Background: an optimization exercise with open tools, aiming at small area, a short achievable clock period and few clock cycles. Do not read the settings as production practice. At most, simulation tests tie the RTL to the original design; equivalence was not proved. No activity file was given, so power comes from the tool's default toggle rates.

Setup of the baseline:
Design sdiv_op, start of the top module:
module sdiv_op #(parameter INPUTS = 2,
		parameter OUTPUTS = 1,
		parameter DATA_IN_SIZE = 32,
		parameter DATA_OUT_SIZE = 32)
		(
		input clk,
		input rst,
		input [INPUTS * (DATA_IN_SIZE)- 1 : 0]data_in_bus,
		input [INPUTS - 1 : 0]valid_in_bus,
		output [INPUTS - 1 : 0] ready_in_bus,
		output [OUTPUTS * (DATA_OUT_SIZE) - 1 : 0]data_out_bus,
		output [OUTPUTS - 1 : 0]valid_out_bus,
		input [OUTPUTS - 1 : 0] ready_out_bus
);
For scale: about 100 I/O pins.
==> flow/config.mk <==
export PLATFORM = sky130hd
export DESIGN_NAME = sdiv_op
export DESIGN_NICKNAME = sdiv_op
export VERILOG_FILES = /design/flow/design.v
export SDC_FILE = /design/flow/constraint.sdc
export NUM_CORES = 4
export LEC_CHECK = 0
export CAP_MARGIN = 20
export CORE_MARGIN = 2
export CORE_UTILIZATION = 55
export CTS_BUF_LIST = sky130_fd_sc_hd__clkbuf_4 sky130_fd_sc_hd__clkbuf_8
export PLACE_DENSITY = 0.65
export SETUP_SLACK_MARGIN = 2.7
export SLEW_MARGIN = 20
export SYNTH_HIERARCHICAL = 1
==> flow/constraint.sdc <==
create_clock -name core_clock -period 5.0 [get_ports {clk}]
set_input_delay 1.0000 -clock core_clock [delete_from_list [all_inputs] [get_ports {clk}]]
set_output_delay 1.0000 -clock core_clock [all_outputs]
set_load 0.01 [all_outputs]
standard.sh (not shown) runs the stock make flow with config.mk's settings and CLKGATE_MAP_FILE= SYNTH_SCRIPT=/design/flow/synth_recipe.tcl, a recipe that flattens the netlist after the stock synthesis.
==> flow/flow/run.sh <==
#!/bin/bash
# The standard layout, with small plain buffers on the ports instead of the
# delay cells buffer_ports picks by default. Every port still gets a buffer.
set -euo pipefail
export BUFFER_PORTS_ARGS="-buffer_cell sky130_fd_sc_hd__buf_1"
bash standard.sh > standard.log 2>&1
Changes in the candidate relative to the baseline:
diff --git a/flow/config.mk b/flow/config.mk
--- a/flow/config.mk
+++ b/flow/config.mk
@@ -11,5 +11,5 @@
 export CTS_BUF_LIST = sky130_fd_sc_hd__clkbuf_4 sky130_fd_sc_hd__clkbuf_8
 export PLACE_DENSITY = 0.65
-export SETUP_SLACK_MARGIN = 2.7
+export SETUP_SLACK_MARGIN = 2.4
 export SLEW_MARGIN = 20
 export SYNTH_HIERARCHICAL = 1
==> summary.txt <==
- Between the baseline and the candidate, the antenna violation net count after detailed routing figures differ only marginally.
- The candidate vs the baseline, instance count on the critical path went down by 2.
- Wire: the candidate routes less than the baseline
- As of the candidate, final design instance area without fill had fallen by a few percent compared to the baseline.
No functional check of the RTL was part of any run of this note.


Setup of main:
Another version of the RTL of sdiv_op (not shown whole).
For scale: about 13000 µm² of cells after synthesis.
Settings: LEC_CHECK=0, CAP_MARGIN=20, CORE_MARGIN=2, CORE_UTILIZATION=45, PLACE_DENSITY=0.6, SETUP_SLACK_MARGIN=2.7, SLEW_MARGIN=20, SYNTH_HIERARCHICAL=1; clock period 5.0 ns.
run.sh (not shown) runs the stock make flow with config.mk's settings and CLKGATE_MAP_FILE= SYNTH_SCRIPT=/design/flow/synth_recipe.tcl, a recipe that flattens the netlist after the stock synthesis.
Stock flow here: none of the scripts above is used.
main did not stop at any stage, and its layout met the timing, design-rule and antenna checks.
Testbench counts of main, summed over its fixed seeds: cycles 16,327.
Input changes introduced in the feature branch (baseline for comparison: main):
Settings: swapping 2.7 for 2.4 in SETUP_SLACK_MARGIN.
==> flow/flow/run.sh (new file) <==
#!/bin/bash
# The standard layout, with small plain buffers on the ports instead of the
# delay cells buffer_ports picks by default. Every port still gets a buffer.
set -euo pipefail
export BUFFER_PORTS_ARGS="-buffer_cell sky130_fd_sc_hd__buf_2"
bash standard.sh > standard.log 2>&1
==> flow/standard.sh (new file) <==
#!/bin/bash
# synth_recipe.tcl (not shown) runs the flow's synth.tcl, then flattens the netlist and writes it again
# the make line also repeats each setting of config.mk as NAME=value (left out here)
make -C /OpenROAD-flow-scripts/flow DESIGN_CONFIG=/design/flow/config.mk WORK_HOME=/design/flow/orfs CLKGATE_MAP_FILE= SYNTH_SCRIPT=/design/flow/synth_recipe.tcl "${@:-finish}"
removed: flow/run.sh
==> summary.txt <==
Both conditions hold for the feature branch: the flow ran to the end and the final layout passed the timing, design-rule and antenna checks.
NOTE power main->the feature branch decreased slightly
Total of hold buffers inserted after clock tree synthesis: main vs the feature branch — no meaningful difference
Any difference in power drawn by the sequential cells between the feature branch and main is small enough to ignore.
Per the comparison of the feature branch with main, met3 track utilization from global routing level, clock latency on the worst-skew pair moved down, fraction of layout cells with a size suffix above 1 moved down.
For main, the worst-path cell with the longest stage delay was sky130_fd_sc_hd__edfxtp_1, unlike the feature branch, where it was sky130_fd_sc_hd__or4_4.

-- afterwards: timing with drivers on the ports --
How much do the figures lean on ideal ports? The routed layouts below were timed once more, with nothing changed but the port constraints. Step 1 assumes that a clkbuf_16 drives the clock port and a buf_2 every other input. Step 2 moves the port delays by t, midway between the first and last clock arrival at a register: inputs arrive t later, outputs are due t later. That takes back most of the time a late clock gives input paths. a / b / c = no drivers / after step 1 / after step 2; a / b = the first two.
run	t, ns	setup WS [ns]	worst setup path at the end	latest minus earliest clock arrival (ns)	cell pins on the clock port's net
the baseline	0.504	2.585 / 2.585 / 2.283	input to register	0.019 / 0.019	1
the candidate	0.504	2.451 / 2.451 / 2.274	input to register	0.019 / 0.020	1
main	0.481	2.533 / 2.533 / 2.162	input to register	0.014 / 0.015	1
the feature branch	0.472	2.497 / 2.497 / 2.309	input to register	0.017 / 0.016	1
After both steps every run listed still meets setup and hold. The setup slack of main, which loses most, moves by 0.000 ns with the drivers and by -0.371 ns with both steps.
